Background: an optimization exercise with open tools, aiming at small area and a short achievable clock period. Do not read the settings as production practice. Where RTL was checked, it was by simulation tests only, not by an equivalence proof against the original. The RTL of runs 2 to 5 was laid out without a check of its function.

==> flow/design.v (outline; a module is shown in full before it is edited, if it fits) <==
// module cordic: 1757 lines
module cordic #(
    parameter data_width = 16,
    parameter iterations = 15
    )(
    input clk,
    input reset_n,
    input logic signed [data_width-1:0] angle,
    input logic signed [data_width-1:0] x_i,
    input logic signed [data_width-1:0] y_i,
    output logic signed [data_width-1:0] cos,
    output logic signed [data_width-1:0] sin,
    input valid_in,
    output logic valid_out
    );
  // ...
==> flow/flow/run.sh <==
#!/bin/bash
# Standard ORFS layout with three changes: synthesis does not extract full/half adder cells
# (ADDER_MAP_FILE empty), so ABC maps all arithmetic to plain gates; every port still gets
# its own buffer, but a sky130_fd_sc_hd__buf_2 rather than the delay cell the default picks;
# and clock tree synthesis inserts no dummy loads.
set -euo pipefail
bash standard.sh ADDER_MAP_FILE= \
  "BUFFER_PORTS_ARGS=-buffer_cell sky130_fd_sc_hd__buf_2" \
  "CTS_ARGS=-sink_clustering_enable -repair_clock_nets -dont_use_dummy_load" \
  finish > make_finish.log 2>&1
==> flow/standard.sh <==
#!/bin/bash
# synth_recipe.tcl (not shown) runs the flow's synth.tcl, then flattens the netlist and writes it again
# the make line also repeats each setting of config.mk as NAME=value (left out here)
make -C /OpenROAD-flow-scripts/flow DESIGN_CONFIG=/design/flow/config.mk WORK_HOME=/design/flow/orfs CLKGATE_MAP_FILE= SYNTH_SCRIPT=/design/flow/synth_recipe.tcl "${@:-finish}"
==> flow/config.mk <==
export PLATFORM = sky130hd
export DESIGN_NAME = cordic
export DESIGN_NICKNAME = cordic
export VERILOG_FILES = /design/flow/design.v
export SDC_FILE = /design/flow/constraint.sdc
export NUM_CORES = 4
export LEC_CHECK = 0
export ABC_AREA = 1
export CAP_MARGIN = 20
export CORE_MARGIN = 2
export CORE_UTILIZATION = 40
export SETUP_SLACK_MARGIN = 1.8
export SLEW_MARGIN = 20
==> flow/constraint.sdc <==
create_clock -name core_clock -period 4.0 [get_ports {clk}]
set_input_delay 0.8000 -clock core_clock [delete_from_list [all_inputs] [get_ports {clk}]]
set_output_delay 0.8000 -clock core_clock [all_outputs]
set_load 0.01 [all_outputs]
==> flow_summary.ini, run 1 <==
[sta]
max_slew_margin_pct = 59.6
rsz0062_at_grt = true
worst_slew_pin_slew_ns = 0.606
max_freq_mhz = 475

[cells_and_area]
finalNetCount = 5622
multi_input_area_um2 = 21200
inv_count = 765
comb.multi_input.count = 3892
n_fill_cell = 8867
n_sequential_cell = 619
nClkBuffers = 71
layout_common_cells = nand2_1, inv_1, dfxtp_1
dominant_cells = multi-input gates
signal_buffers = 222
mostFrequentLayoutCell = nand2_1

[logic_synthesis]
synth_commonest_cells = nand2_1, inv_1, dfxtp_1
syn_inst = 5329
synth_warnings = 1
muxShareOfSynthArea_pct = 0
async_reset_ff_share_pct = 2.42
synth.largest_area_cell = dfxtp_1
synth_cell_types = 52
synth-compound-area-share_pct = 6.92
syn-num-nets = 5380

[critical_path]
critPathTopFamily = simple AND/OR/NAND/NOR gates
worstPathArrival_ns = 2.58
timing.rr.end = z3[12]
crit_top_cell = inv_1
slowest_delay_ns = 0.37

[route]
first_pass_iters = 5
drc = 0
totalWireLength_um = 79800

[die]
io_pins = 84
die_x_um = 302
rows = 109

[status]
status = complete, no violations

[place]
pre_cts_ws_ns = 0.881

[cts]
cts-root-buf = clkbuf_16
cts_tree = done

[global_routing]
grt_pass1_vias = 28700
==> run 2, diff against run 1 <==
--- a/flow/design.v
+++ b/flow/design.v
@@ -7,37 +7,40 @@
     input logic signed [data_width-1:0] angle,
     input logic signed [data_width-1:0] x_i,
     input logic signed [data_width-1:0] y_i,
     output logic signed [data_width-1:0] cos,
     output logic signed [data_width-1:0] sin,
     input valid_in,
     output logic valid_out
     );
-    logic [14:0] vp;
+    logic [15:0] vp;
     always_ff @(posedge clk or negedge reset_n)
         if (!reset_n) vp <= '0;
-        else vp <= {vp[13:0], valid_in};
-    assign valid_out = vp[14];
-    logic nxx, nxy, nyx, nyy;
-    assign nxx = angle[15] ^ angle[14];
-    assign nxy = ~(angle[15] & angle[14]);
-    assign nyx = angle[15] & angle[14];
-    assign nyy = angle[15] ^ angle[14];
-    logic [15:0] my_i;
-    assign my_i = -y_i;
-    logic [15:0] x1n, y1n;
-    assign x1n = (x_i ^ {16{nxx}}) + (nxy ? my_i : y_i) + {15'd0, nxx};
-    assign y1n = (x_i ^ {16{nyx}}) + (y_i ^ {16{nyy}}) + {15'd0, nyx | nyy};
+        else vp <= {vp[14:0], valid_in};
+    assign valid_out = vp[15];
+    logic [15:0] a_r, x_r, y_r;
+    always_ff @(posedge clk) begin a_r <= angle; x_r <= x_i; y_r <= y_i; end
+    logic [15:0] s0, d0, e0, n0;
+    assign s0 = x_r + y_r;
+    assign d0 = x_r - y_r;
+    assign e0 = y_r - x_r;
+    assign n0 = ~x_r + ~y_r + 16'd2;
     logic [14:0] zop, zc;
-    always_comb case (angle[15:14])
-        2'b00: begin zop = angle[14:0]; zc = -15'sd12867; end
-        2'b01: begin zop = {1'b0, angle[13:0]}; zc = -15'sd12867; end
-        2'b10: begin zop = {1'b1, angle[13:0]}; zc = 15'sd12867; end
-        default: begin zop = ~angle[14:0]; zc = -15'sd12866; end
+    always_comb case (a_r[15:14])
+        2'b00: begin zop = a_r[14:0]; zc = -15'sd12867; end
+        2'b01: begin zop = {1'b0, a_r[13:0]}; zc = -15'sd12867; end
+        2'b10: begin zop = {1'b1, a_r[13:0]}; zc = 15'sd12867; end
+        default: begin zop = ~a_r[14:0]; zc = -15'sd12866; end
+    endcase
+    logic [15:0] x1n, y1n;
+    always_comb case (a_r[15:14])
+        2'b00: begin x1n = d0; y1n = s0; end
+        2'b11: begin x1n = s0; y1n = e0; end
+        default: begin x1n = n0; y1n = d0; end
     endcase
     logic [14:0] z1n;
     assign z1n = zop + zc;
     logic signed [15:0] x1, y1;
     logic signed [14:0] z1;
     always_ff @(posedge clk) begin x1 <= x1n; y1 <= y1n; z1 <= z1n[14:0]; end
     logic sx1;
     always_ff @(posedge clk) sx1 <= ~z1n[14];
==> run 2 against run 1 <==
  * Die area rose by 6.7%
  * Fmax grew 0.54%
  * Setup slack better by 0.011 ns
  * Count of clock-buffer cells in the layout rose by 7
  * Final area is 2.5% higher
  * Core utilization is 2.1 points lower
  * Synthesized area increased by 6.8%
  * Critical endpoint is now x6[12]
  * Clock skew decreased by 0.017 ns
  * Non-clock buffer count shrank 82
  * Final cell count rose by 6.0%
==> flow_summary.ini, run 2 <==
[status]
status = complete, no violations

[cts]
cts-root-buf = clkbuf_16
clkLatencyLatePin_ns = 0.65
clock_path_buffers = 3
cts_max_level = 3
cts_num_sinks = 667
cts_tree = done
clkTransAtPathRegs_ns = 0.05
cts_buffers = 78
cts_hold_buffers = 0

[sta]
drv_slew = 0
skew_ns = 0.0673
fin_crit_sh_pct = 52.3
max_freq_mhz = 478
worst_slew_pin_slew_ns = 0.583
hold_viol = 0
setup_violations = 0
rsz0062_at_grt = true
max_slew_margin_pct = 61.2
period_minus_slack_ns = 2.09
hold_ws_ns = 0.0796
setup_tns_ns = 0

[die]
core_um2 = 94600
dieArea_um2 = 97500
initial_utilization_pct = 40.2
die_y_um = 312
io_pins = 84
die_x_um = 312
rows = 113

[route]
antenna_left = 0
via_per_inst = 4.70
totalWireLength_um = 88700
first_pass_iters = 7
vias = 33500
drt_iter0_drc = 1685
routedWlPerCell_um = 12.4
drc = 0

[logic_synthesis]
synth_ff_type = dfxtp_1
synth.largest_area_cell = dfxtp_1
synth.avg_cell_area_um2 = 6.65
synth_cell_types = 65
synth_most_common_cell = nand2_1
synth_xor_area_share_pct = 13.2
async_reset_ff_share_pct = 2.40
syn_inst = 5714
muxShareOfSynthArea_pct = 0.0527
synth_top_family_by_area = simple AND/OR/NAND/NOR gates
synth-compound-area-share_pct = 8.40
synth_area_leaders = dfxtp_1, nand2_1, xor2_1, inv_1, nand3_1
synth_top_area_share_pct = 34.3
syn_area_um2 = 38000
syn-num-nets = 5765
synth-simple-area-share_pct = 33.7
ys_ff_latch = 667
yosys.area_share.adder_pct = 0
synth_edf_count = 0
synth-seq-area-share_pct = 35.3
synth_warnings = 1
synth_commonest_cells = nand2_1, inv_1, dfxtp_1

[critical_path]
crit_end = x6[12]
path_depth = 17
setup.worst_path.end_class = register
r2r_slack_ns = 1.91
cp_slowest_cell = dfxtp_1
crit_top_cell = nand2_1
worstPathRequired_ns = 4.47
slowest_delay_ns = 0.33
path_buf_inv = 4
critPathLaunch = sx5
worstPathArrival_ns = 2.57
start_kind = register
worstRegToRegCells = 17
critical_path_class = register to register
path_max_fanout = 8
critPathTopFamily = simple AND/OR/NAND/NOR gates
rr_startpoint = sx5
crit_chain = buf_8, clkinvlp_4, buf_6, nand2_1, nand2_1, nand2_1, nand2_2, nor2_2, and2_1, nand2_1, nand2_2, nand2_4, buf_4, nand3_1, nand2_1, nand2_1, nand2_1
timing.rr.end = x6[12]

[place]
gp_routability_congestion = 0.908
portBuffers = 83
dp.final_hpwl_um = 69900

[cells_and_area]
diodes = 0
drive_gt1_share_pct = 9.20
syn2layout_area_growth_pct = 12.3
layout_common_cells = nand2_1, inv_1, dfxtp_1
finalNetCount = 5923
mostFrequentLayoutCell = nand2_1

[global_routing]
grt_pass1_wl_um = 146000
track_usage_pct = 17.9
overflow = 0
grt_pass1_vias = 31400
grt_antenna_before_repair = 0
grt_max_degree = 37

[hold_path]
holdCritPathClass = input pin to async pin

[flow_run]
cap_violations = 0
-- run 2: how the worst min path moves through the flow --
stage                     startpoint     end  slack, ns  cells after the start
after global routing         reset_n   vp[5]       0.07                      1
final                        reset_n   vp[3]       0.08                      1
after CTS                    reset_n   vp[0]       0.03                      1
after detailed placement      z11[2]  z12[2]       0.31                      0
after global placement        z11[1]  z12[1]       0.31                      0
after floorplan                z9[1]  z10[1]       0.31                      0
-- run 2: timing repair --
action / 4_1_cts / 5_1_grt
pin swaps: 1 / 16
gates resized for setup: 35 / 202
endpoints found under the setup margin: 144 / 200
buffers inserted: 5 / 38
cloned: 0 / 1
-- run 2: cells by family after synthesis --
family                 count (synthesis)
multiplexers                           2
flip-flops                           667
AO/OA/AOI/OAI                        552
XOR/XNOR                             560
buffers and inverters                870
AND/OR/NAND/NOR                     3063
-- run 2: layout make-up --
type,count,area (um^2)
multi-input cells,4177,21700
well taps,1265,1580
inverters,808,3050
clock buffers,78,1950
flip-flops and latches,667,13500
repair buffers,140,936
fillers,9778,51900
-- run 2: through the flow --
step	std cells	cell area, um^2	utilization [%]	setup WS (ns)
after global placement	7013	39600	41.9	1.49
after floorplan	5714	38000	-	2.20
after CTS	7096	41700	44.1	1.80
after global routing	7135	42700	45.1	1.74
final	7135	42700	45.1	1.91
after detailed placement	7013	39600	41.9	1.42
-- run 2: routing by layer --
metal | vias up | global-route usage [%] | wire [um]
met4 | 0 | 7.45 | 3470
li1 | 18000 | - | -
met3 | 194 | 2.35 | 2740
met1 | 14800 | 21.2 | 39300
met2 | 499 | 32.2 | 43200
met5 | - | 0 | 0
==> run 3, diff against run 2 <==
==> flow/flow/run.sh (replaced) <==
#!/bin/bash
# Standard ORFS layout, except that synthesis does not extract full/half adder cells
# (ADDER_MAP_FILE empty), so ABC maps all arithmetic to plain gates.
set -euo pipefail
bash standard.sh ADDER_MAP_FILE= finish > make_finish.log 2>&1
--- a/flow/config.mk
+++ b/flow/config.mk
@@ -10,4 +10,4 @@
 export CORE_MARGIN = 2
 export CORE_UTILIZATION = 40
-export SETUP_SLACK_MARGIN = 1.8
+export SETUP_SLACK_MARGIN = 2.0
 export SLEW_MARGIN = 20
==> run 3 against run 2 <==
  * Setup slack improved by 0.051 ns
  * Still clean on timing, DRC and antenna
  * Largest cell class unchanged
  * First-iteration DRC count rose by 17%
  * Via count rose by 5.2%
  * Highest routed layer unchanged
  * Synthesized area did not move
  * Clock skew fell by 0.033 ns
==> flow_summary.ini, run 3 <==
[status]
status = complete, no violations

[sta]
hold_viol = 0
skew_ns = 0.0347
hold_ws_ns = 0.323
drv_slew = 0
max_freq_mhz = 490
setup_tns_ns = 0
period_minus_slack_ns = 2.04
max_slew_margin_pct = 54.6
worst_slew_pin_slew_ns = 0.678
rsz0062_at_grt = true
setup_violations = 0
fin_crit_sh_pct = 51.0

[logic_synthesis]
ys_ff_latch = 667
synth_top_area_share_pct = 34.3
synth_edf_count = 0
synth-seq-area-share_pct = 35.3
synth_warnings = 1
synth.avg_cell_area_um2 = 6.65
synth_cell_types = 65
syn_inst = 5714
synth_area_leaders = dfxtp_1, nand2_1, xor2_1, inv_1, nand3_1
syn_area_um2 = 38000
synth.largest_area_cell = dfxtp_1
syn-num-nets = 5765
async_reset_ff_share_pct = 2.40
synth_ff_type = dfxtp_1
synth_most_common_cell = nand2_1
synth_commonest_cells = nand2_1, inv_1, dfxtp_1

[cts]
cts_tree = done
cts_hold_buffers = 0
clkLatencyLatePin_ns = 0.67
clock_path_buffers = 3
cts_buffers = 79
cts-root-buf = clkbuf_16
cts_num_sinks = 667
cts_max_level = 3
clkTransAtPathRegs_ns = 0.06

[flow_run]
cap_violations = 0

[critical_path]
path_max_fanout = 6
crit_chain = buf_8, clkinvlp_4, nand2_2, nand2_1, nand2_1, nand2_2, nor2_4, and2_1, nand2_2, nand2_4, buf_4, a21oi_4, xor2_2
slowest_delay_ns = 0.33
worstPathRequired_ns = 4.52
critPathTopFamily = simple AND/OR/NAND/NOR gates
setup.worst_path.end_class = register
path_buf_inv = 3
cp_slowest_cell = dfxtp_2
worstPathArrival_ns = 2.57
critical_path_class = register to register
crit_top_cell = nand2_2
start_kind = register

[die]
die_x_um = 312
core_um2 = 94600
io_pins = 84
die_y_um = 312
initial_utilization_pct = 40.2
rows = 113
dieArea_um2 = 97500

[route]
via_per_inst = 4.79
totalWireLength_um = 97500
antenna_left = 0
routedWlPerCell_um = 13.2
drc = 0
first_pass_iters = 6
drt_iter0_drc = 1979
vias = 35300

[cells_and_area]
layout_common_cells = nand2_1, inv_1, dfxtp_1
mostFrequentLayoutCell = nand2_1
syn2layout_area_growth_pct = 26.8
fin_area_um2 = 48200
drive_gt1_share_pct = 21.2
diodes = 0
finalNetCount = 6090

[global_routing]
grt_antenna_before_repair = 0
grt_pass1_wl_um = 152000
track_usage_pct = 18.5
overflow = 0
grt_pass1_vias = 32300
grt_max_degree = 29

[hold_path]
holdCritPathClass = register to register

[place]
gp_routability_congestion = 0.916
portBuffers = 83
dp.final_hpwl_um = 70200
place_area_um2 = 40000
==> run 3: kinds of logic (layout without fill, tap and decap cells) <==
| logic type | after synthesis | count (layout) | share of synthesized area (%) |
|---|---|---|---|
| simple gates | 3063 | 3073 | 33.7 |
| buf+inv | 870 | 1247 | 9.28 |
| flops | 667 | 667 | 35.3 |
| xor+xnor | 560 | 560 | 13.2 |
| compound gates | 552 | 553 | 8.40 |
| mux | 2 | 2 | 0.0527 |
==> run 3: routing by layer <==
metal  wire length (um)  track usage (%)  vias up
met4               3850             7.54        0
met2              49400             34.1      617
met1              41200             21.6    16000
li1                   -                -    18500
met5                  0                0        -
met3               3040             2.38      238
==> run 3: final timing paths <==
path                       startpoint     end  slack (ns)  cells past startpoint
hold / removal                  z9[4]  z10[4]        0.32                      0
setup / recovery                  sx4   x5[9]        1.96                     13
max in group asynchronous     reset_n  vp[15]        3.01                      1
setup reg to reg                  sx4   x5[9]        1.96                     13
min in group asynchronous     reset_n   vp[2]        0.55                      1
hold reg to reg                 z9[4]  z10[4]        0.32                      0
==> run 3: area by class of cell <==
cell class	instances	area (um^2)
inverter	808	3130
fill	9146	46400
timing repair buffer	295	2630
tap	1265	1580
sequential	667	13600
multi-input combinational	4188	24400
clock buffer	99	2150
clock inverter	45	693
==> run 3: repair_timing <==
action | in CTS | in global routing
endpoints found under the hold margin | 0 | 0
resized for setup | 360 | 871
buffers inserted | 48 | 146
setup endpoints to repair | 333 | 269
gates cloned | 3 | 15
pin swaps | 25 | 247
==> run 3: stage by stage <==
| stage | setup slack [ns] | cells | util, % |
|---|---|---|---|
| 2_1_floorplan | 2.20 | 5714 | - |
| 3_3_place_gp | 1.15 | 7011 | 42.3 |
| 3_5_place_dp | 1.15 | 7011 | 42.3 |
| 4_1_cts | 1.97 | 7206 | 46.4 |
| 5_1_grt | 1.84 | 7367 | 51.0 |
| 6_report | 1.96 | 7367 | 51.0 |
==> run 4, diff against run 3 <==
--- a/flow/config.mk
+++ b/flow/config.mk
@@ -10,4 +10,6 @@
 export CORE_MARGIN = 2
 export CORE_UTILIZATION = 40
+export CTS_BUF_LIST = sky130_fd_sc_hd__clkbuf_8
+export CTS_CLUSTER_SIZE = 20
 export SETUP_SLACK_MARGIN = 2.0
 export SLEW_MARGIN = 20
==> run 4 against run 3 <==
  * Fmax fell by 1.3%
  * Final area increased by 0.37%
  * Synthesized cell count unchanged
  * Worst hold slack got worse by 0.017 ns
  * Critical endpoint is now valid_out
==> flow_summary.ini, run 4 <==
[logic_synthesis]
synth-seq-area-share_pct = 35.3
async_reset_ff_share_pct = 2.40
synth_top_area_share_pct = 34.3
synth_area_leaders = dfxtp_1, nand2_1, xor2_1, inv_1, nand3_1
syn-num-nets = 5765
synth_ff_type = dfxtp_1
synth_warnings = 1
synth_most_common_cell = nand2_1
synth_edf_count = 0
syn_area_um2 = 38000
synth_cell_types = 65
synth_commonest_cells = nand2_1, inv_1, dfxtp_1
syn_inst = 5714
synth.largest_area_cell = dfxtp_1
synth.avg_cell_area_um2 = 6.65
ys_ff_latch = 667

[place]
dp.final_hpwl_um = 70200
gp_routability_congestion = 0.916
numPlacedInstances = 7011
portBuffers = 83

[cts]
clkTransAtPathRegs_ns = 0.06
cts_buffers = 114
cts_num_sinks = 667
cts-root-buf = clkbuf_8
cts_tree = done
cts_hold_buffers = 0
clkLatencyLatePin_ns = 0.78
clock_path_buffers = 3
cts_max_level = 3

[route]
totalWireLength_um = 97600
via_per_inst = 4.75
drt_iter0_drc = 1815
routedWlPerCell_um = 13.1
antenna_left = 0
vias = 35400
drc = 0
first_pass_iters = 7

[critical_path]
start_kind = register
slowest_delay_ns = 0.35
setup.worst_path.end_class = primary output
r2r_slack_ns = 1.97
critPathTopFamily = flip-flops
path_max_fanout = 1
critical_path_class = register to primary output
worstPathArrival_ns = 1.27
cp_slowest_cell = dfrtp_1
path_buf_inv = 1
worstPathRequired_ns = 3.20
crit_chain = buf_2

[cells_and_area]
drive_gt1_share_pct = 22.8
final_cells = 7459
n_fill_cell = 9171
finalNetCount = 6146
layout_common_cells = nand2_1, inv_1, dfxtp_1
syn2layout_area_growth_pct = 27.3
mostFrequentLayoutCell = nand2_1

[sta]
fin_crit_sh_pct = 51.7
setup_violations = 0
worst_slew_pin_slew_ns = 0.679
max_freq_mhz = 483
drv_slew = 0
period_minus_slack_ns = 2.07
skew_ns = 0.0357
hold_viol = 0
setup_tns_ns = 0
rsz0062_at_grt = true
max_slew_margin_pct = 54.6

[die]
core_um2 = 94600
io_pins = 84
rows = 113
initial_utilization_pct = 40.2
dieArea_um2 = 97500
die_y_um = 312
die_x_um = 312

[global_routing]
grt_antenna_before_repair = 1
grt_pass1_wl_um = 152000
grt_max_degree = 29
overflow = 0
grt_pass1_vias = 32500
track_usage_pct = 18.5

[status]
status = complete, no violations

[flow_run]
cap_violations = 0

[hold_path]
holdCritPathClass = register to register
-- run 4: routing by layer --
| layer | routed length (um) | up-vias | GRT usage [%] |
|---|---|---|---|
| li1 | - | 18600 | - |
| met1 | 41000 | 15900 | 21.5 |
| met2 | 48800 | 629 | 33.7 |
| met3 | 3370 | 255 | 3.03 |
| met4 | 4390 | 0 | 7.75 |
| met5 | 0 | - | 0 |
-- run 4: area by class of cell --
| class | instances | area, um^2 | share of cell area, % |
|---|---|---|---|
| multi-input combinational | 4187 | 24500 | 50.6 |
| sequential | 667 | 13600 | 28.2 |
| inverter | 808 | 3110 | 6.42 |
| timing repair buffer | 317 | 2930 | 6.06 |
| clock buffer | 147 | 2020 | 4.18 |
| tap | 1265 | 1580 | 3.27 |
| clock inverter | 67 | 629 | 1.30 |
| antenna | 1 | 2.50 | 0.00517 |
-- run 4: timing repair --
action / in CTS / in global routing
cloned: 2 / 14
buffers inserted: 41 / 176
endpoints found under the setup margin: 338 / 304
pin swaps: 20 / 272
resized for setup: 353 / 934
-- run 4: per-stage QoR --
step	hold WS, ns	util (%)	area (um^2)	worst slack (ns)
CTS	0.297	46.1	43600	1.82
detailed placement	0.312	42.3	40000	1.15
global placement	0.311	42.3	40000	1.15
finish	0.306	51.2	48400	1.93
floorplan	0.310	-	38000	2.20
global route	0.299	51.2	48400	1.84
-- run 4: logic make-up (layout without fill, tap and decap cells) --
| group | after synthesis | count (layout) | share of synthesized area (%) |
|---|---|---|---|
| buffers and inverters | 870 | 1339 | 9.28 |
| other | 0 | 1 | 0 |
| multiplexers | 2 | 2 | 0.0527 |
| AND/OR/NAND/NOR | 3063 | 3071 | 33.7 |
| XOR/XNOR | 560 | 560 | 13.2 |
| AO/OA/AOI/OAI | 552 | 554 | 8.40 |
| flip-flops | 667 | 667 | 35.3 |
-- run 4: worst paths after layout --
check                                 end  cells after the start     from
worst max-delay path            valid_out                      1   vp[15]
worst min-delay path                z8[1]                      0    z7[1]
worst max register to register     y2[10]                     11   z1[14]
worst min register to register      z8[1]                      0    z7[1]
max in group asynchronous           vp[5]                      1  reset_n
min in group asynchronous           vp[2]                      1  reset_n
==> run 5, diff against run 4 <==
==> flow/flow/run.sh (replaced) <==
#!/bin/bash
# Standard ORFS layout with two synthesis changes: no full/half adder cell extraction
# (ADDER_MAP_FILE empty) and ABC mapping with flow/abc.script. Everything else, including
# the register mapping, flattening and renaming of synth_recipe.tcl, is unchanged.
set -euo pipefail
W=$PWD
sed "s|log_cmd abc {\*}\$abc_args|log_cmd abc {*}[lreplace \$abc_args 1 1 $W/flow/abc.script]|" \
    "$FLOW_HOME/scripts/synth.tcl" > "$W/synth_abc.tcl"
grep -q "flow/abc.script" "$W/synth_abc.tcl"
sed "s|source \$::env(SCRIPTS_DIR)/synth.tcl|source $W/synth_abc.tcl|" "$W/synth_recipe.tcl" > "$W/my_synth.tcl"
grep -q "synth_abc.tcl" "$W/my_synth.tcl"
bash standard.sh ADDER_MAP_FILE= SYNTH_SCRIPT="$W/my_synth.tcl" finish > "$W/make_finish.log" 2>&1
==> flow/flow/abc.script (new file) <==
strash
dch
amap
topo
stime -c
buffer -c
upsize -c
dnsize -c
--- a/flow/config.mk
+++ b/flow/config.mk
@@ -10,6 +10,4 @@
 export CORE_MARGIN = 2
 export CORE_UTILIZATION = 40
-export CTS_BUF_LIST = sky130_fd_sc_hd__clkbuf_8
-export CTS_CLUSTER_SIZE = 20
 export SETUP_SLACK_MARGIN = 2.0
 export SLEW_MARGIN = 20
==> run 5 against run 4 <==
  * Critical endpoint is now y5[12]
  * Highest routed layer is now met5
  * Register-to-register slack lost 1.6 ns
  * Synthesized area shrank 18%
  * Critical path type is now register to register
  * Still clean
==> flow_summary.ini, run 5 <==
[status]
status = complete, no violations

[logic_synthesis]
synth.avg_cell_area_um2 = 7.14
syn_area_um2 = 31300
async_reset_ff_share_pct = 2.40
synth_edf_count = 0
synth.largest_area_cell = dfxtp_1
syn_inst = 4383
syn-num-nets = 4434
synth_cell_types = 63
synth_ff_type = dfxtp_1
synth_commonest_cells = nand2_1, dfxtp_1, o21ai_0
synth_warnings = 1
synth_most_common_cell = nand2_1
ys_ff_latch = 667
synth-seq-area-share_pct = 42.9
synth_area_leaders = dfxtp_1, o21ai_0, nand2_1, nor2_1, a21oi_1
synth_top_area_share_pct = 41.6

[route]
via_per_inst = 5.46
drt_iter0_drc = 2056
totalWireLength_um = 115000
first_pass_iters = 8
drc = 0
routedWlPerCell_um = 17.3
vias = 36200
antenna_left = 0

[die]
io_pins = 84
rows = 102
die_x_um = 284
die_y_um = 284
dieArea_um2 = 80500
initial_utilization_pct = 40.4
core_um2 = 77500

[sta]
max_freq_mhz = 278
fin_crit_sh_pct = 89.9
period_minus_slack_ns = 3.60
rsz0062_at_grt = true
skew_ns = 0.0348
setup_violations = 0
hold_ws_ns = 0.313
hold_viol = 0
max_slew_margin_pct = 25.8
setup_tns_ns = 0
worst_slew_pin_slew_ns = 1.10
drv_slew = 0

[place]
place_area_um2 = 35300
portBuffers = 83
dp.final_hpwl_um = 59200
gp_routability_congestion = 0.892

[cts]
cts_num_sinks = 667
cts_buffers = 77
clock_path_buffers = 3
cts_max_level = 3
cts-root-buf = clkbuf_16
cts_tree = done
cts_hold_buffers = 0
clkTransAtPathRegs_ns = 0.06
clkLatencyLatePin_ns = 0.66

[hold_path]
holdCritPathClass = register to register
hp-start = z7[5]

[cells_and_area]
final_core_util_pct = 69.5
finalNetCount = 5567
syn2layout_area_growth_pct = 72.0
mostFrequentLayoutCell = nand2_1
drive_gt1_share_pct = 46.1
fin_area_um2 = 53800
layout_common_cells = nand2_1, dfxtp_1, buf_4
n_fill_cell = 5495

[flow_run]
cap_violations = 0

[critical_path]
critPathLaunch = z4[11]
path_max_fanout = 6
start_kind = register
worstPathRequired_ns = 4.58
critical_path_class = register to register
rr_startpoint = z4[11]
setup.worst_path.end_class = register
worstPathArrival_ns = 4.18

[global_routing]
overflow = 0
grt_pass1_vias = 32800
track_usage_pct = 23.4
grt_pass1_wl_um = 158000
grt_max_degree = 29
grt_antenna_before_repair = 4
run 5: changes by cell type in the layout (fill, tap and decap cells not counted), moves of 125 or more:
cell / before / now
nand2_1: 1533 / 662
buf_4: 183 / 526
xor2_1: 339 / 2
clkbuf_8: 147 / 22
a21oi_2: 30 / 163
nand3_1: 388 / 25
buf_6: 38 / 467
nand2_2: 219 / 76
xnor2_1: 147 / 2
o21ai_0: 132 / 297
inv_1: 758 / 304
run 5: timing repair:
action	4_1_cts	5_1_grt
setup endpoints to repair	418	442
cloned	15	0
gates resized for setup	983	1187
buffers inserted	744	266
pin swaps	414	423
hold endpoints to repair	0	0
run 5: final cells by class:
type	instances	area, um^2	share of cell area [%]
Antenna cell	1	2.50	0.00465
Timing Repair inverter	9	73.8	0.137
Inverter	414	1900	3.53
Multi-Input combinational cell	3240	23700	44.0
Clock buffer	113	2300	4.28
Tap cell	1040	1300	2.42
Timing Repair Buffer	1107	10500	19.5
Sequential cell	667	13700	25.4
Clock inverter	28	397	0.737
run 5: stage by stage:
stage / cells / setup slack [ns]
3_3_place_gp: 5452 / 0.552
6_report: 6619 / 0.403
3_5_place_dp: 5452 / 0.537
4_1_cts: 6352 / 0.640
5_1_grt: 6618 / 0.301
2_1_floorplan: 4383 / 0.722
run 5: path summary, 6_finish.rpt:
path	cells after the start	endpoint	slack, ns
setup / recovery	14	y5[12]	0.40
hold / removal	0	z8[5]	0.31
setup reg to reg	14	y5[12]	0.40
hold reg to reg	0	z8[5]	0.31
max in group asynchronous	1	vp[11]	2.99
min in group asynchronous	1	vp[0]	0.57
run 5: kinds of logic (layout without fill, tap and decap cells):
group | Yosys count | in the layout | synth area share, %
buffers and inverters | 478 | 1671 | 5.76
flip-flops | 667 | 667 | 42.9
other | 0 | 1 | 0
AND/OR/NAND/NOR | 1584 | 1584 | 20.8
AO/OA/AOI/OAI | 1650 | 1652 | 30.5
XOR/XNOR | 4 | 4 | 0.112
run 5: critical path, stage by stage (launching register included):
cell      delay [ns]
dfxtp_4         0.39
clkinv_8        0.08
buf_4           0.15
o21ai_1         0.65
o21ai_0         0.47
nor3_2          0.32
a211oi_2        0.09
o31ai_4         0.46
nand3b_1        0.19
nand3_4         0.14
clkinv_4        0.11
buf_6           0.13
o22ai_4         0.15
nand2_1         0.09
o21ai_1         0.09
run 5: layer usage:
layer | GRT usage [%] | vias up | share of wire [%]
met5 | 0 | - | 0.010
met4 | 10.9 | 2 | 6.0
met3 | 3.25 | 432 | 4.2
met2 | 44.0 | 1068 | 52
met1 | 25.8 | 16800 | 38
li1 | - | 17800 | -

## separate check: timing with driven ports
The flow's constraints put no driver on any port. The routed layouts listed below were extracted and timed again, unchanged, in two steps. Step 1 assumes that a clkbuf_16 drives the clock port and a buf_2 every other input. Step 2 also shifts input and output timing later by t, the mid clock arrival at the registers, as if the neighbouring blocks saw the same clock. Three values: ideal, step 1, step 2; two values: the first two.
| run | t, ns | setup WS [ns] | hold WS [ns] | worst setup path after step 2 | slew at the worst register clock pin (ns) |
|---|---|---|---|---|---|
| run 1 | 0.658 | 1.896 / 1.896 / 1.290 | 0.078 / 0.038 / 0.262 | input to register | 0.06 / 0.06 |
| run 2 | 0.676 | 1.907 / 1.907 / 1.907 | 0.080 / 0.036 / 0.325 | register to register | 0.06 / 0.06 |
| run 3 | 0.720 | 1.958 / 1.958 / 1.958 | 0.323 / 0.323 / 0.323 | register to register | 0.06 / 0.06 |
| run 4 | 0.825 | 1.930 / 1.867 / 1.968 | 0.306 / 0.306 / 0.306 | register to register | 0.07 / 0.07 |
| run 5 | 0.716 | 0.403 / 0.403 / 0.403 | 0.313 / 0.313 / 0.313 | register to register | 0.06 / 0.06 |
After both steps setup and hold are still met in every run listed. For run 1, which loses most, drivers alone change the setup slack by 0.000 ns; drivers and shift together by -0.606 ns.
